This design comes from an exercise in tuning for small area and a short achievable clock period on the open sky130 flow, not from production work.
At most, simulation tests tie the RTL to the original design; equivalence was not proved.
The RTL of runs 2 to 4 and 8 was laid out without a check of its function.

### flow/design.v
module divisor_frecuencia(
    input clk,
    input rst,
    input wire signed [31:0] freq,	
    output reg clk_out
    );
parameter freq_in = 50000000;
reg [25:0] cuenta;
always @(posedge clk) begin
    if (rst)
    begin
	cuenta <= 26'b0;
	clk_out <= 1'b0;
    end
    else if (freq != 32'b0)
    begin
	    if(cuenta>=(freq_in/(2*freq)))
	    begin
		clk_out <= ~clk_out;
		cuenta <= 0;
	    end
	    else
	    begin
		cuenta <= cuenta + 1;
	    end
    end
    else
    begin 
    	clk_out <= 0;
    end
end
endmodule
`timescale 1ns / 1ps
module principal (
	input clk,
	input reset,
	input [6:0] teclas,
   	output clk_out
	);
parameter freq_DO = 1046;
wire senal_do;
parameter freq_RE = 1174;
wire senal_re;
parameter freq_MI = 1318;
wire senal_mi;
parameter freq_FA = 1396;
wire senal_fa;
parameter freq_SOL = 1567;
wire senal_sol;
parameter freq_LA = 1760;
wire senal_la;
parameter freq_SI = 1975;
wire senal_si;
reg signed [31:0] s_freq;
wire senal_divisor;
divisor_frecuencia divisor(.clk(clk), .rst(reset), .freq(s_freq), .clk_out(senal_divisor));
always @(*)
if(reset == 1'b0)
begin
	if(teclas[0]==1'b1)
	begin
		s_freq <= 1046;
	end
	else if (teclas[1]==1'b1)
	begin
		s_freq <= 1174;
	end
	else if (teclas[2]==1'b1)
	begin
		s_freq <= 1318;
	end
	else if (teclas[3]==1'b1)
	begin
		s_freq <= 1396;
	end
	else if (teclas[4]==1'b1)
	begin
		s_freq <= 1567;
	end
	else if (teclas[5]==1'b1)
	begin
		s_freq <= 1760;
	end
	else if (teclas[6]==1'b1)
	begin
		s_freq <= 1975;
	end
	else
	begin
		s_freq <= 0;			
	end
end
else 
begin 
	s_freq <= 0;	
end
assign clk_out	 = senal_divisor;
endmodule
### flow/run.sh
#!/bin/bash
# synth_recipe.tcl (not shown) runs the flow's synth.tcl, then flattens the netlist and writes it again
# the make line also repeats each setting of config.mk as NAME=value (left out here)
make -C /OpenROAD-flow-scripts/flow DESIGN_CONFIG=/design/flow/config.mk WORK_HOME=/design/flow/orfs CLKGATE_MAP_FILE= SYNTH_SCRIPT=/design/flow/synth_recipe.tcl finish
### flow/config.mk
export PLATFORM = sky130hd
export DESIGN_NAME = principal
export DESIGN_NICKNAME = principal
export VERILOG_FILES = /design/flow/design.v
export SDC_FILE = /design/flow/constraint.sdc
export NUM_CORES = 4
export LEC_CHECK = 0
export CAP_MARGIN = 20
export CORE_MARGIN = 2
export CORE_UTILIZATION = 40
export SLEW_MARGIN = 20
### flow/constraint.sdc
create_clock -name core_clock -period 100.0 [get_ports {clk}]
set_input_delay 20.0000 -clock core_clock [delete_from_list [all_inputs] [get_ports {clk}]]
set_output_delay 20.0000 -clock core_clock [all_outputs]
set_load 0.01 [all_outputs]
==> impl_metrics.csv, run 1 <==
group,metric,value,unit
synth,synthArstFlopShare,0,
global_routing,grt_util_all_layers,0.239,
sta,slew_viol_final,0,
finish,drive_above_1_share,0.125,
clock_tree,worst_skew_pair.late_latency,0.26,ns
setup_path,slowest_stage,"or4_4",
finish,fill_cells,6175,
floorplanning,die-area,0.0622,mm²
sta,fin_skew,0.00422,ns
drt,drtIter0Drc,2049,
setup_path,cp-start-kind,"input port",
sta,timing.fmax,10.7,MHz
global_routing,grt_max_degree,49,
drt,wl_per_cell,18.0,µm
place,place.gp.congestion,0.926,
setup_path,worstSetupPathType,"in -> reg",
global_routing,grt_pass1_wl,127000,µm
setup_path,cp_max_fo,30,
place,port_buffers,9,
worst_hold_path,min_path_type,"reg -> reg",
drt,vias,27300,
finish,final_cells,4433,
finish,nNetsFinal,3950,
drt,drc,0,
sta,post-route-period-util,0.939,
place,dp_hpwl,61300,µm
drt,dr.pass1.iters,5,
setup_path,critPathRequiredTime,100.12,ns
floorplanning,start_util,0.406,
finish,area_growth,11.3,%
run,cap_violations,0,
floorplanning,row_count,89,
clock_tree,clock-root-buffer,"clkbuf_16",
synth,ys_types,133,
synth,synthFlopType,"dfxtp_1",
clock_tree,h-tree-depth,1,
finish,layout_common_cells,"nor2_1 (413), a21oi_1 (295), ha_1 (275), nand2_1 (259), o21ai_0 (181)",
synth,yosysWarnings,2,
sta,worst-slew-pin-transition,1.18,ns
global_routing,antenna_found_initial,1,
drt,wl_met1,38700,µm
clock_tree,cts_buffer_depth,2,
sta,slew_headroom,0.195,
clock_tree,cts_tree,"done",
synth,syn_inst,3575,
finish,final_common_cell,"nor2_1",
setup_path,end_kind,"flop",
drt,route.met2.wl,36300,µm
drt,vias_per_cell,6.17,
synth,seq_area_frac_synth,0.0225,
place,detailedPlace.worstSlack,-2.33,ns
floorplanning,dieWidth,249,µm
floorplanning,placeableCoreArea,0.0592,mm²
clock_tree,clkTransAtPathRegs,0.06,ns
drt,drtAntennaViolNets,0,
sta,setup_viol,0,
sta,fin_crit,93.87,ns
clock_tree,cts-buffers-inserted,3,
synth,avgSynthCellArea,6.73,µm²
clock_tree,cts_sinks,27,
synth,netlist_area,0.0241,mm²
drt,wl,79900,µm
global_routing,grt_pass1_vias,24300,
setup_path,critPathMaxStageDelay,0.60,ns
drt,wl_met3,3850,µm
finish,diodes,0,
setup_path,arrival,93.99,ns
floorplanning,ios,10,
sta,setup_ws,6.13,ns
synth,synth-edff-count,0,
drt,highest_layer,"met5",
global_routing,grt_overflow_total,0,
floorplanning,dieHeight,249,µm
sta,hold_violations,0,
synth,ys_ff_latch,27,
place,dp.cells,4353,
setup_path,crit_path_frequent_cell,"nor2_1",
clock_tree,holdBufCountCts,0,
status,status,"no timing/DRC/antenna violations",
sequential cells by signal, summed over array words and instances (netlist names):
signal	count
divisor.cuenta	26
divisor.clk_out	1
what timing repair did:
action                     CTS  global route
setup endpoints to repair   27            27
gates cloned                 0             4
buffers inserted             0            72
resized for setup           21           160
pin swaps                    1            27
synth_stat cells (56+ instances only):
library cell / instances / area share
inv_1: 123 / 0.019
nand2b_1: 72 / 0.019
o21a_1: 103 / 0.032
nor3_1: 124 / 0.026
o31ai_1: 63 / 0.020
xor2_1: 89 / 0.032
xnor2_1: 161 / 0.059
nand2_1: 264 / 0.041
ha_1: 280 / 0.15
clkbuf_1: 56 / 0.0087
a21oi_1: 320 / 0.067
a21o_1: 85 / 0.027
o21ai_0: 205 / 0.043
nor2b_1: 58 / 0.015
nand3_1: 126 / 0.026
nor2_1: 419 / 0.065
metal layers:
metal | GRT usage | vias to the layer above
met1 | 0.348 | 12700
met3 | 0.0111 | 75
met5 | 0 | -
li1 | - | 13800
met2 | 0.400 | 776
met4 | 0.0269 | 2
layout make-up:
| class | instances | area, µm² | share of cell area |
|---|---|---|---|
| multi-input cells | 3321 | 23300 | 0.871 |
| clock buffers | 4 | 78.8 | 0.00294 |
| inverters | 140 | 562 | 0.0210 |
| flip-flops and latches | 27 | 541 | 0.0202 |
| well taps | 773 | 967 | 0.0361 |
| repair buffers | 168 | 1300 | 0.0485 |
critical path: cells and delay by family:
family,cells,cell delay (ns)
xor gates and xnor gates,1,0.18
buffers and inverters,28,4.70
and+or+nand+nor,149,21.09
AOI/OAI and AO/OA,205,37.15
muxes,5,1.47
adders and majority gates,30,9.26
logic make-up after synthesis:
| family | count (synthesis) | synth area share |
|---|---|---|
| other | 2 | 0.000312 |
| AO/OA/AOI/OAI | 1262 | 0.359 |
| XOR/XNOR | 250 | 0.0910 |
| adder cells (fa/ha/maj) | 280 | 0.146 |
| AND/OR/NAND/NOR | 1428 | 0.303 |
| multiplexers | 87 | 0.0387 |
| buffers and inverters | 239 | 0.0396 |
| flip-flops | 27 | 0.0225 |
through the flow:
stage	utilization	hold WS (ns)	setup TNS, ns	instance area [µm²]
4_1_cts	0.432	0.540	0	25600
2_1_floorplan	-	0.485	0	24100
3_3_place_gp	0.430	0.509	-42.00	25500
5_1_grt	0.452	0.582	-15.48	26800
6_report	0.452	0.550	0	26800
3_5_place_dp	0.430	0.522	-62.31	25500
worst paths after layout:
check / end / startpoint / depth (start not counted) / slack [ns]
min: divisor.cuenta[25] / divisor.cuenta[25] / 2 / 0.55
min reg2reg: divisor.cuenta[25] / divisor.cuenta[25] / 2 / 0.55
max: divisor.clk_out / teclas[4] / 418 / 6.13
max reg2reg: divisor.clk_out / divisor.cuenta[0] / 39 / 94.70
==> run 2, diff against run 1 <==
==> flow/design.v (replaced) <==
module divisor_frecuencia(
    input clk,
    input rst,
    input [6:0] teclas,
    output reg clk_out
    );
reg [14:0] cuenta;
wire [12:0] lo = cuenta[12:0];
wire [6:0] lt;
assign lt[0] = ~cuenta[14] | (lo < 13'd7516);
assign lt[1] = ~cuenta[14] | (lo < 13'd4910);
assign lt[2] = ~cuenta[14] | (lo < 13'd2584);
assign lt[3] = ~cuenta[14] | (lo < 13'd1524);
assign lt[4] = ~cuenta[14] & (cuenta[13:0] < 14'd15954);
assign lt[5] = ~cuenta[14] & (cuenta[13:0] < 14'd14204);
assign lt[6] = ~cuenta[14] & (cuenta[13:0] < 14'd12658);
wire tecla = |teclas;
wire debajo = |(teclas & lt);
wire [14:0] lleva;
assign lleva[0] = tecla;
genvar i;
generate for (i = 1; i < 15; i = i + 1) begin : g_lleva
    assign lleva[i] = lleva[i-1] & cuenta[i-1];
end endgenerate
wire sigue = ~rst & (~tecla | debajo);
always @(posedge clk) begin
    cuenta <= {15{sigue}} & (cuenta ^ lleva);
    clk_out <= ~rst & tecla & (clk_out ^ ~debajo);
end
endmodule
`timescale 1ns / 1ps
module principal (
	input clk,
	input reset,
	input [6:0] teclas,
	output clk_out
	);
divisor_frecuencia divisor(.clk(clk), .rst(reset), .teclas(teclas), .clk_out(clk_out));
endmodule
==> flow/flow/run.sh (new file) <==
#!/bin/bash
# Layout flow: the standard ORFS flow with two changes.
#  - Synthesis is the standard flow's own synthesis script with only the ABC script
#    swapped for an area-oriented one (flow/abc_area.script); every other
#    step, including flip-flop mapping and register naming, is unchanged.
#  - Port buffers use the smallest buffer (buf_1).
# Each tool's full output goes to a log file in this folder and under
# orfs/logs as ORFS writes them.
set -euo pipefail
W=$(pwd)

cat > "$W/own_synth.tcl" <<EOF
proc abc {args} {
  set i [lsearch -exact \$args -script]
  if {\$i >= 0} { lset args [expr {\$i + 1}] $W/flow/abc_area.script }
  yosys abc {*}\$args
}
source $W/synth_recipe.tcl
EOF

sed "s#SYNTH_SCRIPT=[^ ]*#SYNTH_SCRIPT=$W/own_synth.tcl#" standard.sh > own_standard.sh
grep -q "SYNTH_SCRIPT=$W/own_synth.tcl" own_standard.sh

export BUFFER_PORTS_ARGS="-buffer_cell sky130_fd_sc_hd__buf_1"
bash own_standard.sh finish > "$W/flow_make.log" 2>&1
==> flow/flow/abc_area.script (new file) <==
strash
&get -n
&fraig -x
&put
dc2
dch -f
amap
topo
==> flow/standard.sh (new file) <==
#!/bin/bash
# synth_recipe.tcl (not shown) runs the flow's synth.tcl, then flattens the netlist and writes it again
# the make line also repeats each setting of config.mk as NAME=value (left out here)
make -C /OpenROAD-flow-scripts/flow DESIGN_CONFIG=/design/flow/config.mk WORK_HOME=/design/flow/orfs CLKGATE_MAP_FILE= SYNTH_SCRIPT=/design/flow/synth_recipe.tcl "${@:-finish}"
--- a/flow/config.mk
+++ b/flow/config.mk
@@ -8,4 +8,4 @@
 export CAP_MARGIN = 20
-export CORE_MARGIN = 2
-export CORE_UTILIZATION = 40
+export CORE_AREA = 4 4 76 76
+export DIE_AREA = 0 0 80 80
 export SLEW_MARGIN = 20
removed: flow/run.sh
==> run 2 against run 1 <==
Effect of this change: first-iteration DRC count decreased by 98%; area after synthesis down 96%; synthesized cell count fell by 97%; critical path depth decreased by 399.
==> impl_metrics.csv, run 2 <==
group,metric,value,unit
finish,top_register,"divisor.cuenta",
setup_path,crit_path_start,"teclas[2]",
floorplanning,start_util,0.181,
sta,fin_crit,23.25,ns
synth,yosysTopAreaCell,"dfxtp_1",
clock_tree,cts_buffer_depth,2,
floorplanning,row_count,25,
clock_tree,h-tree-depth,1,
global_routing,grt_max_degree,16,
finish,nNetsFinal,138,
finish,drive_above_1_share,0.0351,
status,status,"no timing/DRC/antenna violations",
drt,vias,712,
floorplanning,ios,10,
synth,synth-edff-count,0,
sta,fin_skew,0.00106,ns
place,place.gp.congestion,0.882,
finish,layout_common_cells,"dfxtp_1 (16), nor2b_1 (14), ha_1 (14), clkinv_1 (10), nor2_1 (10)",
clock_tree,post_cts_resized,0,
place,dp_hpwl,1430,µm
clock_tree,clkTransAtPathRegs,0.06,ns
drt,dr.pass1.iters,4,
drt,drtIter0Drc,47,
synth,yosysWarnings,1,
synth,ys_ff_latch,16,
setup_path,cp_max_fo,3,
synth,syn_inst,101,
drt,wl,1760,µm
synth,netlist.area_leader.share,0.362,
setup_path,reg2reg_slack,96.87,ns
global_routing,grt_pass1_vias,726,
setup_path,crit_end,"divisor.cuenta[13]",
drt,drtAntennaViolNets,0,
setup_path,r2r_start,"divisor.cuenta[0]",
clock_tree,clock-root-buffer,"clkbuf_8",
sta,worst-slew-pin-transition,0.758,ns
floorplanning,placeableCoreArea,0.00488,mm²
setup_path,arrival,23.38,ns
sta,rsz0062_at_grt,"no",
clock_tree,postCtsSetupBuffers,0,
setup_path,critPathRequiredTime,100.13,ns
finish,final_common_cell,"dfxtp_1",
setup_path,slowest_stage,"ha_1",
synth,netlist_area,885,µm²
clock_tree,holdBufCountCts,0,
sta,slew_headroom,0.482,
drt,drc,0,
finish,final_area,0.00106,mm²
synth,synth.most_common_cell,"dfxtp_1",
sta,post-route-period-util,0.232,
run,cap_violations,0,
global_routing,grt_util_all_layers,0.0634,
drt,wl_per_cell,9.73,µm
clock_tree,cts_tree,"done",
setup_path,crit_path_cell_trace,"buf_1 -> or2_0 -> nor3_1 -> nand3_1 -> ha_1 -> ha_1 -> ha_1 -> ha_1 -> ha_1 -> ha_1 -> ha_1 -> ha_1 -> ha_1 -> ha_1 -> ha_1 -> ha_1 -> ha_1 -> ha_1 -> nor2b_1",
clock_tree,cts-buffers-inserted,3,
setup_path,crit_path_frequent_cell,"ha_1",
clock_tree,worst_skew_pair.late_latency,0.25,ns
synth,synthArstFlopShare,0,
synth,synthTopCellsByCount,"dfxtp_1 (16), ha_1 (14), nor2b_1 (14)",
global_routing,grt_overflow_total,0,
setup_path,end_kind,"flop",
setup_path,critPathMaxStageDelay,0.26,ns
sta,slew_viol_final,0,
finish,area_growth,19.5,%
finish,diodes,0,
sta,hold_violations,0,
floorplanning,dieWidth,80,µm
drt,vias_per_cell,3.93,
setup_path,cp-start-kind,"input port",
synth,ys_types,25,
floorplanning,die-area,0.00640,mm²
sta,setup_tns,0,ns
synth,ys_top_cells_by_area,"dfxtp_1 (36%), ha_1 (20%), nor2b_1 (9.9%), clkinv_1 (4.2%), nor2_1 (4.2%)",
place,port_buffers,9,
finish,largest_register_ffs,15,
synth,seq_area_frac_synth,0.362,
finish,fin_util,0.217,
finish,fill_cells,567,
global_routing,grt_pass1_wl,3080,µm
setup_path,r2r_end,"divisor.cuenta[13]",
sta,timing.fmax,43.0,MHz
synth,synthFlopType,"dfxtp_1",
setup_path,worstSetupPathType,"in -> reg",
clock_tree,cts_sinks,16,
floorplanning,dieHeight,80,µm
setup_path,ff2ff_path_depth,15,
finish,reg_top3,"divisor.cuenta (15), divisor.clk_out (1)",
synth,avgSynthCellArea,8.76,µm²
worst_hold_path,min_path_type,"reg -> reg",
sta,setup_viol,0,
place,placed_cell_area,0.00100,mm²
global_routing,antenna_found_initial,0,
-- run 2: how the worst min path moves through the flow --
stage	start	end	slack [ns]	cells after the start
finish	divisor.clk_out	divisor.clk_out	0.45	1
global route	divisor.clk_out	divisor.clk_out	0.51	1
CTS	divisor.clk_out	divisor.clk_out	0.46	1
detailed placement	divisor.clk_out	divisor.clk_out	0.45	1
global placement	divisor.clk_out	divisor.clk_out	0.44	1
floorplan	divisor.cuenta[14]	divisor.cuenta[14]	0.45	1
-- run 2: worst max-delay path, delay by kind of cell --
family | cells | cell delay [ns]
buf+inv | 1 | 0.08
fa+ha+maj | 14 | 2.63
simple gates | 4 | 0.67
-- run 2: per-stage QoR --
stage / cells / hold WS (ns) / setup slack [ns]
floorplan: 101 / 0.453 / 76.79
finish: 181 / 0.453 / 76.75
CTS: 181 / 0.458 / 76.70
detailed placement: 177 / 0.446 / 76.45
global route: 181 / 0.508 / 76.49
global placement: 177 / 0.443 / 76.46
-- run 2: final cells by class --
cell class,count,area (µm²),area share
Multi-Input combinational cell,75,527,0.498
Sequential cell,16,320,0.303
Tap cell,67,83.8,0.0793
Clock buffer,4,55.1,0.0521
Inverter,10,37.5,0.0355
Timing Repair Buffer,9,33.8,0.0320
-- run 2: cells by family after synthesis --
kind of cell,after synthesis,share of synthesized area
buffers and inverters,10,0.0424
adders and majority gates,14,0.198
AOI/OAI and AO/OA,18,0.147
and+or+nand+nor,43,0.250
DFF,16,0.362
-- run 2: per-layer routing --
| metal | up-vias | part of all wire | track usage |
|---|---|---|---|
| met1 | 302 | 0.49 | 0.0709 |
| met2 | 20 | 0.38 | 0.0960 |
| met5 | - | 0 | 0 |
| li1 | 385 | - | - |
| met3 | 5 | 0.095 | 0.0293 |
| met4 | 0 | 0.029 | 0.0405 |
==> run 3, diff against run 2 <==
--- a/flow/design.v
+++ b/flow/design.v
@@ -19,3 +19,3 @@
 wire [14:0] lleva;
-assign lleva[0] = tecla;
+assign lleva[0] = 1'b1;
 genvar i;
@@ -26,3 +26,3 @@
 always @(posedge clk) begin
-    cuenta <= {15{sigue}} & (cuenta ^ lleva);
+    cuenta <= {15{sigue}} & (cuenta ^ ({15{tecla}} & lleva));
     clk_out <= ~rst & tecla & (clk_out ^ ~debajo);
--- a/flow/flow/run.sh
+++ b/flow/flow/run.sh
@@ -24,2 +24,5 @@
 export BUFFER_PORTS_ARGS="-buffer_cell sky130_fd_sc_hd__buf_1"
+# optimisation target only: ask timing repair for this much setup slack at
+# the design's period, so it speeds up the input and output paths
+export SETUP_SLACK_MARGIN=$(cat flow/setup_margin)
 bash own_standard.sh finish > "$W/flow_make.log" 2>&1
==> flow/flow/setup_margin (new file) <==
79.0
==> run 3 against run 2 <==
Effect of this change: still clean; critical path depth is 9 lower; utilization is 6.1 points higher; worst hold slack gained 0.029 ns.
==> impl_metrics.csv, run 3 <==
group,metric,value,unit
place,dp_hpwl,1520,µm
sta,hold_violations,0,
synth,syn_inst,118,
synth,ys_ff_latch,16,
drt,vias,911,
finish,reg_top3,"divisor.cuenta (15), divisor.clk_out (1)",
clock_tree,clock-root-buffer,"clkbuf_8",
floorplanning,placeableCoreArea,0.00488,mm²
setup_path,critPathRequiredTime,100.14,ns
synth,avgSynthCellArea,7.06,µm²
setup_path,cp-start-kind,"input port",
clock_tree,worst_skew_pair.late_latency,0.25,ns
setup_path,critPathMaxStageDelay,0.30,ns
synth,yosysWarnings,1,
sta,slew_viol_final,0,
setup_path,arrival,21.46,ns
clock_tree,cts-buffers-inserted,3,
finish,diodes,0,
finish,final_cells,212,
finish,top_register,"divisor.cuenta",
synth,netlist_area,833,µm²
floorplanning,start_util,0.171,
global_routing,grt_pass1_wl,4040,µm
worst_hold_path,min_path_type,"reg -> reg",
sta,setup_tns,0,ns
global_routing,grt_util_all_layers,0.0812,
floorplanning,dieWidth,80,µm
synth,synthArstFlopShare,0,
setup_path,slowest_stage,"a2111oi_0",
sta,post-route-period-util,0.213,
place,place.gp.congestion,0.775,
drt,vias_per_cell,4.30,
place,port_buffers,9,
run,cap_violations,0,
sta,rsz0062_at_grt,"yes",
place,dp.cells,194,
setup_path,crit_path_cell_trace,"buf_8 -> nor2_4 -> nand2_4 -> buf_4 -> nor2_4 -> a311oi_2 -> nor4_2 -> buf_4 -> nor2_1 -> a2111oi_0",
drt,drtIter0Drc,45,
clock_tree,cts_tree,"done",
clock_tree,cts_sinks,16,
synth,ys_types,21,
synth,netlist.area_leader.share,0.384,
synth,seq_area_frac_synth,0.384,
finish,final_common_cell,"nor2_1",
global_routing,antenna_found_initial,0,
synth,synthTopCellsByCount,"nor2_1 (31), dfxtp_1 (16), clkinv_1 (15)",
finish,layout_common_cells,"nor2_1 (21), dfxtp_1 (16), buf_4 (14), clkinv_1 (11), nor2_4 (9)",
drt,wl_per_cell,11.4,µm
sta,slew_headroom,0.702,
sta,worst-slew-pin-transition,0.435,ns
sta,fin_skew,0.000931,ns
setup_path,worstSetupPathType,"in -> reg",
finish,drive_above_1_share,0.393,
floorplanning,dieHeight,80,µm
setup_path,end_kind,"flop",
clock_tree,holdBufCountCts,0,
synth,synthFlopType,"dfxtp_1",
floorplanning,row_count,25,
sta,fin_crit,21.32,ns
floorplanning,die-area,0.00640,mm²
drt,dr.pass1.iters,4,
global_routing,grt_pass1_vias,892,
clock_tree,h-tree-depth,1,
synth,ys_top_cells_by_area,"dfxtp_1 (38%), nor2_1 (14%), clkinv_1 (6.8%), nor3_1 (6.6%), a211oi_1 (5.4%)",
synth,synth-edff-count,0,
setup_path,cp_max_fo,4,
global_routing,grt_max_degree,9,
drt,wl,2420,µm
synth,yosysTopAreaCell,"dfxtp_1",
finish,area_growth,62.6,%
finish,nNetsFinal,157,
drt,drc,0,
sta,setup_viol,0,
finish,largest_register_ffs,15,
synth,synth.most_common_cell,"nor2_1",
status,status,"no timing/DRC/antenna violations",
sta,timing.fmax,46.9,MHz
drt,drtAntennaViolNets,0,
clock_tree,cts_buffer_depth,2,
floorplanning,ios,10,
global_routing,grt_overflow_total,0,
clock_tree,clkTransAtPathRegs,0.06,ns
## run 3: final timing paths
| kind | slack (ns) | cells after the start | startpoint | to |
|---|---|---|---|---|
| worst min register to register | 0.48 | 1 | divisor.clk_out | divisor.clk_out |
| worst max-delay path | 78.68 | 10 | teclas[2] | divisor.clk_out |
| worst max register to register | 97.51 | 10 | divisor.cuenta[5] | divisor.clk_out |
| worst min-delay path | 0.48 | 1 | divisor.clk_out | divisor.clk_out |
## run 3: timing repair
action / 4_1_cts / 5_1_grt
setup endpoints to repair: 16 / 16
pin swaps: 13 / 11
buffers inserted: 7 / 7
gates resized for setup: 30 / 17
gates cloned: 1 / 0
## run 3: logic make-up after synthesis
logic type                 count (synthesis)  share of synthesized area
adders and majority gates                  1                     0.0150
AOI/OAI and AO/OA                         22                      0.192
DFF                                       16                      0.384
buffers and inverters                     15                     0.0676
and+or+nand+nor                           64                      0.341
## run 3: metal layers
layer	up-vias	global-route usage	routed length (µm)
met5	-	0	0
met4	0	0.0304	32
met3	3	0.0271	97
met2	15	0.137	1180
met1	412	0.0947	1110
li1	481	-	-
## run 3: cell type report
| cell class | instances | area (µm²) |
|---|---|---|
| Fill cell | 522 | 3520 |
| Multi-Input combinational cell | 88 | 656 |
| Sequential cell | 16 | 320 |
| Timing Repair Buffer | 23 | 188 |
| Tap cell | 67 | 83.8 |
| Inverter | 15 | 66.3 |
| Clock buffer | 3 | 41.3 |
## run 3: critical path, delay by kind of cell
kind | cells | cell delay (ns)
AOI/OAI and AO/OA | 2 | 0.40
buffers and inverters | 3 | 0.42
and+or+nand+nor | 5 | 0.64
## run 3: metrics by stage
step / area, µm² / setup slack, ns / util / hold WS [ns]
finish: 1360 / 78.68 / 0.278 / 0.482
global route: 1360 / 78.55 / 0.278 / 0.521
CTS: 1230 / 78.72 / 0.253 / 0.483
detailed placement: 1020 / 78.08 / 0.209 / 0.475
global placement: 1020 / 78.10 / 0.209 / 0.460
floorplan: 901 / 78.54 / - / 0.458
==> run 4, diff against run 3 <==
==> flow/flow/setup_margin (replaced) <==
79.4
==> run 4 against run 3 <==
Effect of this change: still clean; first-iteration DRC count increased by 67%; largest cell class unchanged; maximum frequency about the same; non-clock buffer count decreased by 2; cell area decreased by 0.46%; die area unchanged; critical path depth decreased by 1; global-route usage increased by 0.28 points; routed wire length increased by 4.2%; clock skew increased by 0.0016 ns.
==> impl_metrics.csv, run 4 <==
group,metric,value,unit
place,placed_cell_area,0.00102,mm²
clock_tree,worst_skew_pair.late_latency,0.25,ns
global_routing,grt_pass1_wl,4150,µm
synth,synthArstFlopShare,0,
setup_path,r2r_end,"divisor.clk_out",
floorplanning,placeableCoreArea,0.00488,mm²
setup_path,ff2ff_path_depth,9,
run,cap_violations,0,
finish,top_register,"divisor.cuenta",
drt,vias,906,
floorplanning,die-area,0.00640,mm²
finish,fin_util,0.276,
finish,largest_register_ffs,15,
setup_path,reg2reg_slack,97.45,ns
setup_path,cp_max_fo,4,
synth,seq_area_frac_synth,0.384,
finish,nNetsFinal,155,
floorplanning,ios,10,
sta,fin_skew,0.00252,ns
finish,diodes,0,
global_routing,grt_pass1_vias,894,
global_routing,antenna_found_initial,0,
finish,layout_common_cells,"nor2_1 (22), dfxtp_1 (15), buf_4 (12), clkinv_1 (11)",
drt,wl_per_cell,12.0,µm
setup_path,crit_family,"simple AND/OR/NAND/NOR gates",
floorplanning,row_count,25,
clock_tree,h-tree-depth,1,
synth,ys_ff_latch,16,
setup_path,crit_end,"divisor.clk_out",
sta,setup_ws,78.69,ns
drt,drtIter0Drc,75,
synth,yosysTopAreaCell,"dfxtp_1",
clock_tree,cts_buffer_depth,2,
setup_path,end_kind,"flop",
synth,syn_inst,118,
sta,timing.fmax,46.9,MHz
sta,hold_violations,0,
synth,ys_top_cells_by_area,"dfxtp_1 (38%), nor2_1 (14%), clkinv_1 (6.8%), nor3_1 (6.6%), a211oi_1 (5.4%)",
clock_tree,cts_tree,"done",
synth,synth-edff-count,0,
global_routing,grt_util_all_layers,0.0840,
synth,netlist.area_leader.share,0.384,
synth,netlist_area,833,µm²
finish,final_area,0.00135,mm²
place,detailedPlace.worstSlack,78.08,ns
setup_path,cp.depth,9,
floorplanning,dieWidth,80,µm
sta,setup_tns,0,ns
place,dp_hpwl,1520,µm
setup_path,slowest_stage,"nor4_4",
finish,fill_cells,524,
finish,area_growth,61.9,%
drt,drtAntennaViolNets,0,
synth,avgSynthCellArea,7.06,µm²
global_routing,grt_max_degree,9,
drt,drc,0,
synth,synthTopCellsByCount,"nor2_1 (31), dfxtp_1 (16), clkinv_1 (15)",
synth,synthFlopType,"dfxtp_1",
sta,rsz0062_at_grt,"yes",
setup_path,cp_num_buf_inv,2,
finish,final_common_cell,"nor2_1",
synth,synth.most_common_cell,"nor2_1",
setup_path,r2r_start,"divisor.cuenta[5]",
setup_path,critPathRequiredTime,100.13,ns
sta,fin_crit,21.31,ns
sta,post-route-period-util,0.213,
sta,setup_viol,0,
status,status,"no timing/DRC/antenna violations",
setup_path,critPathMaxStageDelay,0.38,ns
clock_tree,cts-buffers-inserted,3,
clock_tree,clock-root-buffer,"clkbuf_8",
finish,drive_above_1_share,0.378,
drt,wl,2520,µm
sta,slew_headroom,0.709,
synth,yosysWarnings,1,
drt,vias_per_cell,4.31,
sta,slew_viol_final,0,
drt,dr.pass1.iters,4,
floorplanning,dieHeight,80,µm
clock_tree,cts_sinks,16,
setup_path,crit_path_start,"teclas[2]",
global_routing,grt_overflow_total,0,
setup_path,cp-start-kind,"input port",
finish,reg_top3,"divisor.cuenta (15), divisor.clk_out (1)",
floorplanning,start_util,0.171,
place,place.gp.congestion,0.775,
synth,ys_types,21,
setup_path,worstSetupPathType,"in -> reg",
sta,worst-slew-pin-transition,0.426,ns
setup_path,crit_path_cell_trace,"buf_8 -> nor2_4 -> nand2_4 -> buf_4 -> nor3_2 -> a311oi_2 -> nor4_4 -> nor2_1 -> a2111oi_0",
worst_hold_path,min_path_type,"reg -> reg",
place,port_buffers,9,
setup_path,arrival,21.44,ns
clock_tree,clkTransAtPathRegs,0.06,ns
==> run 4: kinds of logic after synthesis <==
kind of cell / after synthesis / synth area share
AND/OR/NAND/NOR: 64 / 0.341
AO/OA/AOI/OAI: 22 / 0.192
adder cells (fa/ha/maj): 1 / 0.0150
flip-flops: 16 / 0.384
buffers and inverters: 15 / 0.0676
==> run 4: final cells by class <==
class	count	area (µm²)	area share
clock buffers	3	41.3	0.0306
inverters	15	66.3	0.0492
multi-input cells	88	656	0.486
flip-flops and latches	16	322	0.238
well taps	67	83.8	0.0622
repair buffers	21	180	0.134
==> run 4: what timing repair did <==
| action | in CTS | in global routing |
|---|---|---|
| gates cloned | 1 | 0 |
| pin swaps | 13 | 8 |
| hold endpoints to repair | 0 | 0 |
| endpoints found under the setup margin | 17 | 17 |
| setup buffers | 8 | 4 |
| gates resized for setup | 33 | 15 |
| hold buffers | 0 | 0 |
==> run 4: how the worst min path moves through the flow <==
| stage | startpoint | endpoint | slack (ns) | depth (start not counted) |
|---|---|---|---|---|
| after floorplan | divisor.cuenta[14] | divisor.cuenta[14] | 0.46 | 2 |
| after global placement | divisor.clk_out | divisor.clk_out | 0.46 | 1 |
| final | divisor.cuenta[14] | divisor.cuenta[14] | 0.52 | 2 |
| after CTS | divisor.cuenta[13] | divisor.cuenta[13] | 0.52 | 2 |
| after global routing | divisor.cuenta[14] | divisor.cuenta[14] | 0.54 | 2 |
| after detailed placement | divisor.clk_out | divisor.clk_out | 0.47 | 1 |
==> run 4: routing by layer <==
metal  part of all wire  GRT usage
met4              0.013     0.0304
met2               0.50      0.146
met3              0.035     0.0271
met5                  0          0
met1               0.45     0.0953
==> run 4: stage by stage <==
| step | std cells | hold WS (ns) |
|---|---|---|
| 6_report | 210 | 0.518 |
| 5_1_grt | 210 | 0.540 |
| 4_1_cts | 206 | 0.520 |
| 3_5_place_dp | 194 | 0.475 |
| 3_3_place_gp | 194 | 0.460 |
| 2_1_floorplan | 118 | 0.458 |
==> run 4: worst min-delay path: stages (launching register included) <==
cell,delay [ns]
dfxtp_1,0.33
nor2_1,0.10
nor2_1,0.04
==> run 5, diff against run 4 <==
==> flow/design.v (replaced) <==
module divisor_frecuencia(
    input clk,
    input rst,
    input [6:0] teclas,
    output reg clk_out
    );
localparam [14:0] BASE = 15'd324;
localparam [14:0] INV = 15'd0;
reg [14:0] cuenta_q;
wire [14:0] cuenta = cuenta_q ^ INV;
wire [6:0] lt;
wire c0 = ~cuenta[5];
wire c1 = ~cuenta[7];
wire c2 = c1 | c0;
wire c3 = ~cuenta[9];
wire c4 = c3 | c2;
wire c5 = ~cuenta[10];
wire c6 = c5 | c4;
wire c7 = ~cuenta[11];
wire c8 = c7 | c6;
wire c9 = ~cuenta[12];
wire c10 = c9 | c8;
wire c11 = ~cuenta[14];
wire c12 = c11 | c10;
wire c13 = ~cuenta[1];
wire c14 = ~cuenta[2];
wire c15 = c14 & c13;
wire c16 = ~cuenta[3];
wire c17 = c16 & c15;
wire c18 = ~cuenta[4];
wire c19 = c18 | c17;
wire c20 = c0 | c19;
wire c21 = ~cuenta[6];
wire c22 = c21 | c20;
wire c23 = c1 & c22;
wire c24 = ~cuenta[8];
wire c25 = c24 & c23;
wire c26 = c3 & c25;
wire c27 = c5 | c26;
wire c28 = c7 & c27;
wire c29 = c9 | c28;
wire c30 = c11 | c29;
wire c31 = c16 | c14;
wire c32 = c18 | c31;
wire c33 = c0 & c32;
wire c34 = c21 | c33;
wire c35 = c1 & c34;
wire c36 = c24 | c35;
wire c37 = c3 | c36;
wire c38 = c5 & c37;
wire c39 = c7 | c38;
wire c40 = c9 & c39;
wire c41 = c11 | c40;
wire c42 = c18 | c16;
wire c43 = c0 | c42;
wire c44 = c21 & c43;
wire c45 = c1 & c44;
wire c46 = c24 | c45;
wire c47 = c3 | c46;
wire c48 = c5 | c47;
wire c49 = c7 & c48;
wire c50 = c9 & c49;
wire c51 = c11 | c50;
wire c52 = c14 | c13;
wire c53 = c16 & c52;
wire c54 = c18 | c53;
wire c55 = c0 & c54;
wire c56 = c21 & c55;
wire c57 = c1 | c56;
wire c58 = c24 | c57;
wire c59 = c3 | c58;
wire c60 = c5 | c59;
wire c61 = c7 | c60;
wire c62 = c9 | c61;
wire c63 = ~cuenta[13];
wire c64 = c63 | c62;
wire c65 = c11 & c64;
wire c66 = c1 | c21;
wire c67 = c24 & c66;
wire c68 = c3 & c67;
wire c69 = c5 & c68;
wire c70 = c7 | c69;
wire c71 = c9 | c70;
wire c72 = c63 | c71;
wire c73 = c11 & c72;
wire c74 = c0 | c54;
wire c75 = c21 & c74;
wire c76 = c1 | c75;
wire c77 = c24 & c76;
wire c78 = c3 | c77;
wire c79 = c5 & c78;
wire c80 = c7 & c79;
wire c81 = c9 | c80;
wire c82 = c63 | c81;
wire c83 = c11 & c82;
assign lt[0] = c12;
assign lt[1] = c30;
assign lt[2] = c41;
assign lt[3] = c51;
assign lt[4] = c65;
assign lt[5] = c73;
assign lt[6] = c83;
wire tecla = |teclas;
wire debajo = |(teclas & lt);
wire [14:0] lleva;
assign lleva[0] = 1'b1;
genvar i;
generate for (i = 1; i < 15; i = i + 1) begin : g_lleva
    assign lleva[i] = lleva[i-1] & cuenta[i-1];
end endgenerate
wire sigue = ~rst & (~tecla | debajo);
always @(posedge clk) begin
    cuenta_q <= INV ^ (({15{sigue}} & (cuenta ^ ({15{tecla}} & lleva))) | ({15{~sigue}} & BASE));
    clk_out <= ~rst & tecla & (clk_out ^ ~debajo);
end
endmodule
`timescale 1ns / 1ps
module principal (
	input clk,
	input reset,
	input [6:0] teclas,
	output clk_out
	);
divisor_frecuencia divisor(.clk(clk), .rst(reset), .teclas(teclas), .clk_out(clk_out));
endmodule
--- a/flow/flow/run.sh
+++ b/flow/flow/run.sh
@@ -26,3 +26,3 @@
 # the design's period, so it speeds up the input and output paths
-export SETUP_SLACK_MARGIN=$(cat flow/setup_margin)
+if [[ -f flow/setup_margin ]]; then export SETUP_SLACK_MARGIN=$(cat flow/setup_margin); fi
 bash own_standard.sh finish > "$W/flow_make.log" 2>&1
==> flow/flow/setup_margin (replaced) <==
78.4
--- a/flow/config.mk
+++ b/flow/config.mk
@@ -9,3 +9,7 @@
 export CORE_AREA = 4 4 76 76
+export CTS_BUF_LIST = sky130_fd_sc_hd__clkbuf_4
+export CTS_CLUSTER_DIAMETER = 100
+export CTS_CLUSTER_SIZE = 30
 export DIE_AREA = 0 0 80 80
 export SLEW_MARGIN = 20
+export SYNTH_HIERARCHICAL = 0
==> run 5 against run 4 <==
Effect of this change: still clean on timing, DRC and antenna; utilization is 4.9 points lower; final cell count is 8.1% lower; worst hold slack worse by 0.025 ns; critical path type unchanged.
==> impl_metrics.csv, run 5 <==
group,metric,value,unit
sta,setup_tns,0,ns
clock_tree,worst_skew_pair.late_latency,0.29,ns
synth,synth.most_common_cell,"nor2_1",
global_routing,grt_util_all_layers,0.0761,
drt,vias_per_cell,4.33,
finish,diodes,0,
setup_path,cp-start-kind,"input port",
floorplanning,dieWidth,80,µm
status,status,"no timing/DRC/antenna violations",
synth,synthTopCellsByCount,"nor2_1 (22), clkinv_1 (17), dfxtp_1 (16)",
clock_tree,clock-root-buffer,"clkbuf_4",
floorplanning,ios,10,
synth,netlist_area,801,µm²
sta,hold_violations,0,
synth,ys_top_cells_by_area,"dfxtp_1 (40%), nor2_1 (10%), clkinv_1 (8.0%), a211oi_1 (6.6%), a21oi_1 (5.0%)",
finish,layout_common_cells,"nor2_1 (18), dfxtp_1 (16), clkinv_1 (13), a21oi_1 (7), a211oi_1 (6)",
finish,nNetsFinal,138,
finish,final_common_cell,"nor2_1",
clock_tree,cts_tree,"done",
sta,post-route-period-util,0.215,
synth,synth-edff-count,0,
finish,top_register,"divisor.cuenta_q",
finish,area_growth,38.3,%
setup_path,end_kind,"flop",
clock_tree,h-tree-depth,1,
global_routing,grt_pass1_wl,3770,µm
floorplanning,dieHeight,80,µm
synth,yosysWarnings,1,
clock_tree,clkTransAtPathRegs,0.10,ns
synth,seq_area_frac_synth,0.400,
sta,slew_headroom,0.752,
setup_path,crit_path_cell_trace,"buf_2 -> nor2_1 -> nand2_1 -> nor2_2 -> inv_2 -> nand3_4 -> nor2_4 -> nand3_4 -> nor4_4 -> nand3_2 -> nor2_4 -> nor2_1 -> a211oi_2",
setup_path,critPathMaxStageDelay,0.34,ns
place,port_buffers,9,
drt,wl_per_cell,12.0,µm
finish,largest_register_ffs,15,
drt,drtIter0Drc,38,
setup_path,r2r_start,"divisor.cuenta_q[7]",
global_routing,grt_max_degree,14,
synth,synthArstFlopShare,0,
place,place.gp.congestion,0.840,
finish,reg_top3,"divisor.cuenta_q (15), divisor.clk_out (1)",
clock_tree,holdBufCountCts,0,
sta,worst-slew-pin-transition,0.367,ns
worst_hold_path,hp-start,"divisor.cuenta_q[14]",
sta,rsz0062_at_grt,"no",
worst_hold_path,hold_depth,1,
place,dp_hpwl,1670,µm
synth,avgSynthCellArea,7.35,µm²
setup_path,reg2reg_slack,97.59,ns
clock_tree,cts_buffer_depth,2,
setup_path,arrival,21.71,ns
setup_path,critPathRequiredTime,100.22,ns
floorplanning,die-area,0.00640,mm²
sta,slew_viol_final,0,
synth,synthFlopType,"dfxtp_1",
drt,vias,836,
drt,drc,0,
global_routing,grt_pass1_vias,837,
sta,fin_crit,21.49,ns
drt,wl,2320,µm
setup_path,cp_max_fo,4,
synth,netlist.area_leader.share,0.400,
floorplanning,row_count,25,
run,cap_violations,0,
sta,fin_skew,0.00541,ns
finish,fill_cells,568,
finish,drive_above_1_share,0.254,
sta,timing.fmax,46.5,MHz
finish,final_cells,193,
setup_path,cp_num_buf_inv,2,
setup_path,worstSetupPathType,"in -> reg",
global_routing,grt_overflow_total,0,
synth,ys_ff_latch,16,
global_routing,antenna_found_initial,0,
floorplanning,start_util,0.164,
drt,dr.pass1.iters,4,
setup_path,r2r_end,"divisor.cuenta_q[1]",
synth,syn_inst,109,
worst_hold_path,whs_endpoint,"divisor.cuenta_q[14]",
worst_hold_path,min_path_type,"reg -> reg",
setup_path,slowest_stage,"nor4_4",
synth,yosysTopAreaCell,"dfxtp_1",
sta,setup_viol,0,
drt,drtAntennaViolNets,0,
setup_path,ff2ff_path_depth,8,
setup_path,crit_family,"simple AND/OR/NAND/NOR gates",
sta,whs,0.493,ns
floorplanning,placeableCoreArea,0.00488,mm²
synth,ys_types,23,
place,dp.cells,185,
clock_tree,cts-buffers-inserted,3,
clock_tree,cts_sinks,16,
[run 5: cell count changes in the layout (fill, tap and decap cells not counted), sizes merged, moves of 3 or more]
cell	previous run	this run
nor2	31	22
nand2	7	4
o31ai	3	0
buf	19	10
nor3	11	5
nor4	4	1
a21oi	0	8
o21ai	3	6
[run 5: through the flow]
step           area (µm²)  setup WS (ns)   util
3_5_place_dp          925          77.89  0.189
4_1_cts               967          78.30  0.198
5_1_grt              1110          78.38  0.227
2_1_floorplan         807          78.44      -
6_report             1110          78.51  0.227
3_3_place_gp          925          77.92  0.189
[run 5: cell type report]
class | count | area, µm² | share of cell area
Timing Repair Buffer | 14 | 77.6 | 0.0701
Sequential cell | 16 | 320 | 0.289
Inverter | 17 | 77.6 | 0.0701
Clock buffer | 3 | 22.5 | 0.0203
Multi-Input combinational cell | 76 | 526 | 0.475
Tap cell | 67 | 83.8 | 0.0757
[run 5: logic make-up after synthesis]
group,Yosys count,synth area share
AND/OR/NAND/NOR,42,0.230
AO/OA/AOI/OAI,33,0.275
buffers and inverters,17,0.0797
flip-flops,16,0.400
adder cells (fa/ha/maj),1,0.0156
[run 5: how the worst max path moves through the flow]
stage,start,endpoint,depth (start not counted)
6_report,teclas[2],divisor.cuenta_q[14],13
5_1_grt,teclas[2],divisor.cuenta_q[14],13
4_1_cts,teclas[2],divisor.cuenta_q[13],14
3_5_place_dp,teclas[2],divisor.cuenta_q[13],14
3_3_place_gp,teclas[2],divisor.cuenta_q[14],13
2_1_floorplan,teclas[5],divisor.cuenta_q[13],12
[run 5: repair_timing]
action / CTS / global route
resized for setup: 5 / 28
setup buffers: 0 / 5
endpoints found under the setup margin: 9 / 14
pin swaps: 0 / 10
[run 5: metal layers]
metal | wire length [µm] | global-route usage | vias to the layer above
met2 | 1060 | 0.113 | 19
met4 | 97 | 0.0591 | 0
met1 | 1080 | 0.0982 | 379
li1 | - | - | 431
met5 | 0 | 0 | -
met3 | 77 | 0.00903 | 7
==> run 6, diff against run 5 <==
==> flow/flow/setup_margin (replaced) <==
78.7
==> run 6 against run 5 <==
Effect of this change: critical path depth decreased by 2; die area unchanged; first-iteration DRC count increased by 63%; critical endpoint is now divisor.cuenta_q[10]; largest cell class unchanged; highest routed layer unchanged.
==> impl_metrics.csv, run 6 <==
group,metric,value,unit
finish,largest_register_ffs,15,
clock_tree,cts_tree,"done",
setup_path,worstSetupPathType,"in -> reg",
setup_path,r2r_end,"divisor.cuenta_q[8]",
sta,slew_headroom,0.745,
sta,rsz0062_at_grt,"yes",
place,dp_hpwl,1580,µm
clock_tree,h-tree-depth,1,
finish,fin_util,0.253,
synth,synthTopCellsByCount,"nor2_1 (22), clkinv_1 (17), dfxtp_1 (16)",
sta,fin_skew,0.0156,ns
synth,netlist_area,801,µm²
global_routing,grt_overflow_total,0,
synth,syn_inst,109,
floorplanning,die-area,0.00640,mm²
synth,synth.most_common_cell,"nor2_1",
synth,ys_ff_latch,16,
global_routing,grt_max_degree,14,
setup_path,critPathRequiredTime,100.19,ns
clock_tree,clock-root-buffer,"clkbuf_4",
worst_hold_path,min_path_type,"reg -> reg",
drt,drc,0,
setup_path,cp_max_fo,6,
drt,vias_per_cell,4.39,
synth,netlist.area_leader.share,0.400,
setup_path,arrival,21.51,ns
place,detailedPlace.worstSlack,78.15,ns
clock_tree,clkTransAtPathRegs,0.10,ns
sta,hold_violations,0,
setup_path,end_kind,"flop",
clock_tree,cts_sinks,16,
synth,ys_types,23,
drt,vias,878,
global_routing,grt_util_all_layers,0.0761,
synth,ys_top_cells_by_area,"dfxtp_1 (40%), nor2_1 (10%), clkinv_1 (8.0%), a211oi_1 (6.6%), a21oi_1 (5.0%)",
synth,yosysWarnings,1,
sta,timing.fmax,46.9,MHz
floorplanning,row_count,25,
finish,diodes,0,
finish,nNetsFinal,145,
drt,drtIter0Drc,62,
run,cap_violations,0,
finish,fill_cells,546,
sta,worst-slew-pin-transition,0.378,ns
finish,top_register,"divisor.cuenta_q",
setup_path,r2r_start,"divisor.cuenta_q[7]",
sta,post-route-period-util,0.213,
global_routing,grt_pass1_vias,867,
clock_tree,worst_skew_pair.late_latency,0.28,ns
setup_path,cp-start-kind,"input port",
worst_hold_path,hp-start,"divisor.clk_out",
finish,area_growth,54.1,%
setup_path,reg2reg_slack,97.68,ns
finish,reg_top3,"divisor.cuenta_q (15), divisor.clk_out (1)",
sta,setup_viol,0,
sta,setup_tns,0,ns
drt,wl,2280,µm
synth,synthFlopType,"dfxtp_1",
floorplanning,dieWidth,80,µm
sta,setup_ws,78.67,ns
sta,fin_crit,21.33,ns
worst_hold_path,whs_endpoint,"divisor.clk_out",
synth,yosysTopAreaCell,"dfxtp_1",
synth,synth-edff-count,0,
status,status,"no timing/DRC/antenna violations",
worst_hold_path,hold_depth,1,
floorplanning,start_util,0.164,
synth,synthArstFlopShare,0,
clock_tree,cts-buffers-inserted,3,
drt,dr.pass1.iters,4,
setup_path,ff2ff_path_depth,9,
clock_tree,holdBufCountCts,0,
floorplanning,placeableCoreArea,0.00488,mm²
global_routing,antenna_found_initial,0,
drt,wl_per_cell,11.4,µm
synth,seq_area_frac_synth,0.400,
finish,layout_common_cells,"nor2_1 (16), dfxtp_1 (16), clkinv_1 (13), buf_4 (13), a21oi_1 (7)",
clock_tree,cts_buffer_depth,2,
place,port_buffers,9,
finish,drive_above_1_share,0.346,
synth,avgSynthCellArea,7.35,µm²
place,place.gp.congestion,0.883,
sta,slew_viol_final,0,
drt,drtAntennaViolNets,0,
floorplanning,ios,10,
global_routing,grt_pass1_wl,3840,µm
floorplanning,dieHeight,80,µm
==> run 6: worst max path at each step <==
| stage | end | slack [ns] | depth (start not counted) | start |
|---|---|---|---|---|
| floorplan | divisor.cuenta_q[14] | 78.64 | 11 | teclas[5] |
| global placement | divisor.cuenta_q[2] | 78.17 | 10 | teclas[2] |
| detailed placement | divisor.cuenta_q[2] | 78.15 | 10 | teclas[2] |
| CTS | divisor.cuenta_q[2] | 78.67 | 11 | teclas[2] |
| global route | divisor.cuenta_q[2] | 78.58 | 11 | teclas[2] |
| finish | divisor.cuenta_q[10] | 78.67 | 11 | teclas[2] |
==> run 6: kinds of logic (layout without fill, tap and decap cells) <==
family / Yosys count / after routing / share of synthesized area
simple gates: 42 / 42 / 0.230
buf+inv: 17 / 41 / 0.0797
flops: 16 / 16 / 0.400
fa+ha+maj: 1 / 1 / 0.0156
compound gates: 33 / 33 / 0.275
==> run 6: layout make-up <==
class                      count  area [µm²]  area share
clock buffer                   3        22.5      0.0183
multi-input combinational     76         582       0.472
sequential                    16         320       0.260
inverter                      17        75.1      0.0609
timing repair buffer          20         145       0.118
timing repair inverter         1        5.00     0.00406
tap                           67        83.8      0.0680
==> run 6: metrics by stage <==
step	hold WS (ns)	std cells	instance area, µm²
after floorplan	0.445	109	878
after global placement	0.462	185	996
after detailed placement	0.466	185	996
after CTS	0.480	198	1160
after global routing	0.529	200	1230
final	0.475	200	1230
==> run 6: worst max-delay path: stages <==
cell and delay (ns):
buf_8 0.09, o32ai_4 0.08, o221ai_2 0.18, o211ai_1 0.11
a21oi_1 0.13, o21ai_1 0.08, o311a_1 0.13, buf_6 0.13
a21oi_4 0.22, clkinv_2 0.16, a211oi_1 0.19
==> run 6: repair_timing <==
item | in CTS | in global routing
endpoints found under the setup margin | 14 | 16
cloned | 0 | 1
resized for setup | 17 | 18
setup buffers | 10 | 1
pin swaps | 12 | 15
==> run 6: routing by layer <==
metal  vias to the layer above  GRT usage  wire length, µm  part of all wire
li1                        453          -                -                 -
met1                       412     0.0957             1040              0.46
met2                        11      0.120             1110              0.49
met3                         2     0.0226              102             0.045
met4                         0     0.0321               14            0.0062
met5                         -          0                0                 0
==> run 7, diff against run 6 <==
removed: flow/flow/setup_margin
==> run 7 against run 6 <==
Effect of this change: die area unchanged; synthesized cell count unchanged; sequential cell count unchanged.
==> impl_metrics.csv, run 7 <==
group,metric,value,unit
sta,fin_crit,21.86,ns
clock_tree,worst_skew_pair.late_latency,0.28,ns
synth,yosysTopAreaCell,"dfxtp_1",
finish,drive_above_1_share,0.0248,
global_routing,grt_pass1_vias,698,
sta,setup_viol,0,
synth,synthTopCellsByCount,"nor2_1 (22), clkinv_1 (17), dfxtp_1 (16)",
clock_tree,cts_buffer_depth,2,
place,detailedPlace.worstSlack,77.83,ns
clock_tree,holdBufCountCts,0,
clock_tree,clock-root-buffer,"clkbuf_4",
drt,wl_per_cell,9.28,µm
sta,hold_violations,0,
drt,dr.pass1.iters,4,
finish,fin_util,0.193,
worst_hold_path,min_path_type,"reg -> reg",
clock_tree,h-tree-depth,1,
sta,timing.fmax,45.8,MHz
sta,rsz0062_at_grt,"no",
setup_path,cp_max_fo,4,
clock_tree,clkTransAtPathRegs,0.08,ns
clock_tree,post_cts_resized,0,
synth,synth-edff-count,0,
floorplanning,row_count,25,
synth,syn_inst,109,
setup_path,r2r_start,"divisor.cuenta_q[3]",
place,port_buffers,9,
setup_path,end_kind,"flop",
setup_path,worstSetupPathType,"in -> reg",
clock_tree,cts_tree,"done",
synth,netlist_area,801,µm²
drt,vias_per_cell,4.13,
floorplanning,placeableCoreArea,0.00488,mm²
synth,synth.most_common_cell,"nor2_1",
sta,setup_tns,0,ns
place,place.gp.congestion,0.867,
global_routing,grt_overflow_total,0,
finish,top_register,"divisor.cuenta_q",
sta,worst-slew-pin-transition,0.585,ns
floorplanning,ios,10,
setup_path,arrival,22.05,ns
floorplanning,die-area,0.00640,mm²
global_routing,grt_max_degree,14,
setup_path,critPathRequiredTime,100.20,ns
global_routing,grt_pass1_wl,3030,µm
synth,ys_types,23,
sta,slew_viol_final,0,
finish,final_common_cell,"nor2_1",
finish,fill_cells,565,
sta,post-route-period-util,0.219,
worst_hold_path,whs_endpoint,"divisor.cuenta_q[14]",
run,cap_violations,0,
status,status,"no timing/DRC/antenna violations",
drt,wl,1740,µm
synth,netlist.area_leader.share,0.400,
worst_hold_path,hold_depth,1,
clock_tree,cts_sinks,16,
clock_tree,postCtsSetupBuffers,0,
finish,nNetsFinal,133,
worst_hold_path,hp-start,"divisor.cuenta_q[14]",
setup_path,r2r_end,"divisor.cuenta_q[2]",
clock_tree,cts-buffers-inserted,3,
floorplanning,dieWidth,80,µm
drt,drtIter0Drc,50,
global_routing,grt_util_all_layers,0.0617,
floorplanning,start_util,0.164,
synth,avgSynthCellArea,7.35,µm²
drt,drtAntennaViolNets,0,
finish,reg_top3,"divisor.cuenta_q (15), divisor.clk_out (1)",
finish,largest_register_ffs,15,
synth,ys_top_cells_by_area,"dfxtp_1 (40%), nor2_1 (10%), clkinv_1 (8.0%), a211oi_1 (6.6%), a21oi_1 (5.0%)",
synth,yosysWarnings,1,
setup_path,reg2reg_slack,97.54,ns
drt,vias,776,
floorplanning,dieHeight,80,µm
sta,slew_headroom,0.607,
drt,drc,0,
place,dp_hpwl,1390,µm
finish,layout_common_cells,"nor2_1 (22), clkinv_1 (17), dfxtp_1 (16), buf_1 (9), a21oi_1 (8)",
synth,seq_area_frac_synth,0.400,
sta,setup_ws,78.14,ns
sta,fin_skew,0.00324,ns
synth,synthFlopType,"dfxtp_1",
synth,synthArstFlopShare,0,
setup_path,ff2ff_path_depth,8,
synth,ys_ff_latch,16,
finish,area_growth,17.5,%
setup_path,cp-start-kind,"input port",
finish,diodes,0,
global_routing,antenna_found_initial,0,
[run 7: area by class of cell]
type | count | area, µm² | share of cell area
clock buffers | 3 | 22.5 | 0.0239
inverters | 17 | 63.8 | 0.0678
multi-input cells | 76 | 417 | 0.443
flip-flops and latches | 16 | 320 | 0.340
well taps | 67 | 83.8 | 0.0891
repair buffers | 9 | 33.8 | 0.0359
[run 7: worst max path at each step]
stage | from | endpoint | slack, ns | depth (start not counted)
after floorplan | teclas[5] | divisor.cuenta_q[14] | 78.38 | 11
after global placement | teclas[2] | divisor.cuenta_q[14] | 77.87 | 13
after detailed placement | teclas[2] | divisor.cuenta_q[14] | 77.83 | 13
after CTS | teclas[2] | divisor.cuenta_q[14] | 78.11 | 13
after global routing | teclas[2] | divisor.cuenta_q[14] | 77.79 | 13
final | teclas[2] | divisor.cuenta_q[14] | 78.14 | 13
[run 7: routing by layer]
metal / vias to the layer above / share of wire / track usage / wire length [µm]
li1: 420 / - / - / -
met4: 0 / 0.021 / 0.0304 / 36
met2: 16 / 0.40 / 0.0853 / 697
met5: - / 0 / 0 / 0
met3: 4 / 0.067 / 0.0271 / 117
met1: 336 / 0.51 / 0.0804 / 894
[run 7: metrics by stage]
step | hold slack (ns) | instances | cell area (µm²)
6_report | 0.483 | 188 | 941
5_1_grt | 0.514 | 188 | 941
4_1_cts | 0.491 | 188 | 941
3_5_place_dp | 0.473 | 185 | 918
3_3_place_gp | 0.459 | 185 | 918
2_1_floorplan | 0.445 | 109 | 801
[run 7: cells by family (layout without fill, tap and decap cells)]
family | Yosys count | in the layout | synth area share
compound gates | 33 | 33 | 0.275
buf+inv | 17 | 29 | 0.0797
simple gates | 42 | 42 | 0.230
flops | 16 | 16 | 0.400
fa+ha+maj | 1 | 1 | 0.0156
[run 7: critical path, cell delays in order]
cell	delay (ns)
buf_1	0.15
nor2_1	0.07
nand2_1	0.07
nor2_1	0.05
clkinv_1	0.07
nand3_1	0.11
nor2_1	0.18
nand3_1	0.17
nor4_1	0.48
nand3_1	0.23
nor2_1	0.21
nor2_1	0.06
a211oi_1	0.19
==> run 8, diff against run 7 <==
==> flow/design.v (replaced) <==
module divisor_frecuencia(
    input clk,
    input rst,
    input [6:0] teclas,
    output reg clk_out
    );
localparam [14:0] BASE = 15'd420;
localparam [14:0] INV = 15'd0;
reg [14:0] cuenta_q;
wire [14:0] cuenta = cuenta_q ^ INV;
wire [6:0] lt;
wire c0 = ~cuenta[8];
wire c1 = ~cuenta[9];
wire c2 = c1 | c0;
wire c3 = ~cuenta[10];
wire c4 = c3 | c2;
wire c5 = ~cuenta[11];
wire c6 = c5 | c4;
wire c7 = ~cuenta[12];
wire c8 = c7 | c6;
wire c9 = ~cuenta[14];
wire c10 = c9 | c8;
wire c11 = ~cuenta[1];
wire c12 = ~cuenta[2];
wire c13 = c12 & c11;
wire c14 = ~cuenta[3];
wire c15 = c14 & c13;
wire c16 = ~cuenta[4];
wire c17 = c16 | c15;
wire c18 = ~cuenta[5];
wire c19 = c18 & c17;
wire c20 = ~cuenta[6];
wire c21 = c20 | c19;
wire c22 = ~cuenta[7];
wire c23 = c22 | c21;
wire c24 = c0 & c23;
wire c25 = c1 & c24;
wire c26 = c3 | c25;
wire c27 = c5 & c26;
wire c28 = c7 | c27;
wire c29 = c9 | c28;
wire c30 = c14 | c12;
wire c31 = c16 | c30;
wire c32 = c18 | c31;
wire c33 = c20 & c32;
wire c34 = c22 | c33;
wire c35 = c0 | c34;
wire c36 = c1 | c35;
wire c37 = c3 & c36;
wire c38 = c5 | c37;
wire c39 = c7 & c38;
wire c40 = c9 | c39;
wire c41 = c16 | c14;
wire c42 = c18 & c41;
wire c43 = c20 & c42;
wire c44 = c22 | c43;
wire c45 = c0 | c44;
wire c46 = c1 | c45;
wire c47 = c3 | c46;
wire c48 = c5 & c47;
wire c49 = c7 & c48;
wire c50 = c9 | c49;
wire c51 = c12 | c11;
wire c52 = c14 & c51;
wire c53 = c16 | c52;
wire c54 = c18 | c53;
wire c55 = c20 | c54;
wire c56 = c22 | c55;
wire c57 = c0 | c56;
wire c58 = c1 | c57;
wire c59 = c3 | c58;
wire c60 = c5 | c59;
wire c61 = c7 | c60;
wire c62 = ~cuenta[13];
wire c63 = c62 | c61;
wire c64 = c9 & c63;
wire c65 = c20 & c18;
wire c66 = c22 & c65;
wire c67 = c0 | c66;
wire c68 = c1 & c67;
wire c69 = c3 & c68;
wire c70 = c5 | c69;
wire c71 = c7 | c70;
wire c72 = c62 | c71;
wire c73 = c9 & c72;
wire c74 = c18 & c53;
wire c75 = c20 & c74;
wire c76 = c22 & c75;
wire c77 = c0 | c76;
wire c78 = c1 | c77;
wire c79 = c3 & c78;
wire c80 = c5 & c79;
wire c81 = c7 | c80;
wire c82 = c62 | c81;
wire c83 = c9 & c82;
assign lt[0] = c10;
assign lt[1] = c29;
assign lt[2] = c40;
assign lt[3] = c50;
assign lt[4] = c64;
assign lt[5] = c73;
assign lt[6] = c83;
wire tecla = |teclas;
wire debajo = |(teclas & lt);
wire [14:0] lleva;
assign lleva[0] = 1'b1;
genvar i;
generate for (i = 1; i < 15; i = i + 1) begin : g_lleva
    assign lleva[i] = lleva[i-1] & cuenta[i-1];
end endgenerate
wire sigue = ~rst & (~tecla | debajo);
always @(posedge clk) begin
    cuenta_q <= INV ^ (({15{sigue}} & (cuenta ^ ({15{tecla}} & lleva))) | ({15{~sigue}} & BASE));
    clk_out <= ~rst & tecla & (clk_out ^ ~debajo);
end
endmodule
`timescale 1ns / 1ps
module principal (
	input clk,
	input reset,
	input [6:0] teclas,
	output clk_out
	);
divisor_frecuencia divisor(.clk(clk), .rst(reset), .teclas(teclas), .clk_out(clk_out));
endmodule
==> run 8 against run 7 <==
Effect of this change: still clean on timing, DRC and antenna; routed wire length shrank 1.0%; worst hold slack lost 0.025 ns; maximum frequency shrank 0.41%; register-to-register slack is essentially flat; sequential cell count is the same; critical path depth grew 1; final cell count grew 1.1%; die area is the same; critical endpoint unchanged.
==> impl_metrics.csv, run 8 <==
group,metric,value,unit
setup_path,crit_path_start,"teclas[4]",
setup_path,crit_path_frequent_cell,"nor2_1",
clock_tree,h-tree-depth,1,
sta,hold_violations,0,
sta,timing.fmax,45.6,MHz
synth,avgSynthCellArea,7.18,µm²
drt,vias,753,
setup_path,crit_end,"divisor.cuenta_q[14]",
finish,drive_above_1_share,0.0244,
floorplanning,dieWidth,80,µm
synth,synth-edff-count,0,
status,status,"no timing/DRC/antenna violations",
run,cap_violations,0,
setup_path,reg2reg_slack,97.54,ns
synth,synthTopCellsByCount,"nor2_1 (20), clkinv_1 (17), dfxtp_1 (16)",
floorplanning,ios,10,
setup_path,critPathMaxStageDelay,0.25,ns
setup_path,crit_path_cell_trace,"buf_1 -> clkinv_1 -> nand3_1 -> or3_1 -> nand3_1 -> nor3_1 -> clkinv_1 -> nor2_1 -> nand3_1 -> nor2_1 -> clkinv_1 -> nor2_1 -> nor2_1 -> a211oi_1",
clock_tree,holdBufCountCts,0,
clock_tree,clkTransAtPathRegs,0.09,ns
sta,rsz0062_at_grt,"no",
setup_path,cp_num_buf_inv,4,
global_routing,grt_overflow_total,0,
finish,diodes,0,
floorplanning,die-area,0.00640,mm²
setup_path,cp_max_fo,5,
synth,yosysWarnings,1,
clock_tree,cts-buffers-inserted,3,
global_routing,antenna_found_initial,0,
synth,ys_ff_latch,16,
setup_path,slowest_stage,"nor2_1",
finish,area_growth,18.2,%
setup_path,cp-start-kind,"input port",
floorplanning,dieHeight,80,µm
clock_tree,cts_sinks,16,
place,placed_cell_area,907,µm²
place,port_buffers,9,
setup_path,ff2ff_path_depth,11,
place,place.gp.congestion,0.796,
sta,slew_viol_final,0,
global_routing,grt_max_degree,13,
clock_tree,cts_buffer_depth,2,
sta,fin_skew,0.000553,ns
synth,synthArstFlopShare,0,
sta,post-route-period-util,0.219,
worst_hold_path,min_path_type,"reg -> reg",
finish,top_register,"divisor.cuenta_q",
clock_tree,cts_tree,"done",
==> run 8: layout make-up <==
cell class	instances	area, µm²
flip-flops and latches	16	320
repair buffers	9	33.8
fillers	581	3950
multi-input cells	77	405
inverters	17	63.8
clock buffers	3	22.5
clock inverters	1	3.75
well taps	67	83.8
==> run 8: worst min path at each step <==
| stage | from | end | slack, ns | cells past startpoint |
|---|---|---|---|---|
| floorplan | divisor.cuenta_q[3] | divisor.cuenta_q[3] | 0.44 | 2 |
| global placement | divisor.clk_out | divisor.clk_out | 0.45 | 1 |
| detailed placement | divisor.clk_out | divisor.clk_out | 0.45 | 1 |
| CTS | divisor.clk_out | divisor.clk_out | 0.47 | 1 |
| global route | divisor.clk_out | divisor.clk_out | 0.50 | 1 |
| finish | divisor.clk_out | divisor.clk_out | 0.46 | 1 |
==> run 8: logic make-up after synthesis <==
| kind of cell | after synthesis | synth area share |
|---|---|---|
| adders and majority gates | 1 | 0.0158 |
| AOI/OAI and AO/OA | 32 | 0.252 |
| DFF | 16 | 0.406 |
| and+or+nand+nor | 44 | 0.246 |
| buffers and inverters | 17 | 0.0808 |
==> run 8: routing by layer <==
metal / global-route usage / vias up / share of wire
li1: - / 409 / -
met1: 0.0728 / 335 / 0.50
met2: 0.0886 / 7 / 0.43
met3: 0.0316 / 2 / 0.050
met4: 0.0253 / 0 / 0.017
met5: 0 / - / 0
==> run 8: metrics by stage <==
stage	setup slack (ns)	hold slack, ns	cells
3_3_place_gp	77.80	0.447	186
6_report	78.05	0.459	190
2_1_floorplan	78.26	0.442	110
3_5_place_dp	77.73	0.448	186
4_1_cts	78.03	0.465	190
5_1_grt	77.76	0.498	190

## afterwards: timing with drivers on the ports
How much do the figures lean on ideal ports? The routed layouts below were timed once more, with nothing changed but the port constraints. Step 1 sets driving cells, clkbuf_16 on the clock port and buf_2 on the other inputs (assumed; they add their load-dependent delay and slew). Step 2, shift: input delay + t, output delay - t, t = (earliest + latest rising clock arrival at the registers) / 2. This alone moves slack from input paths to output paths. a / b / c = no drivers / after step 1 / after step 2; a / b = the first two.
run	shift t [ns]	setup WS [ns]	hold WS [ns]
run 1	0.307	6.127 / 6.096 / 5.789	0.550 / 0.550 / 0.550
run 2	0.276	76.751 / 76.750 / 76.474	0.453 / 0.453 / 0.453
run 3	0.273	78.677 / 78.657 / 78.385	0.482 / 0.482 / 0.482
run 4	0.274	78.691 / 78.672 / 78.398	0.518 / 0.518 / 0.518
run 5	0.309	78.509 / 78.505 / 78.196	0.493 / 0.493 / 0.493
run 6	0.299	78.673 / 78.643 / 78.343	0.475 / 0.475 / 0.475
run 7	0.304	78.143 / 78.143 / 77.838	0.483 / 0.483 / 0.483
run 8	0.315	78.053 / 78.050 / 77.735	0.459 / 0.459 / 0.459
After both steps every run listed still meets setup and hold. The setup slack of run 1, which loses most, moves by -0.031 ns with the drivers and by -0.338 ns with both steps.
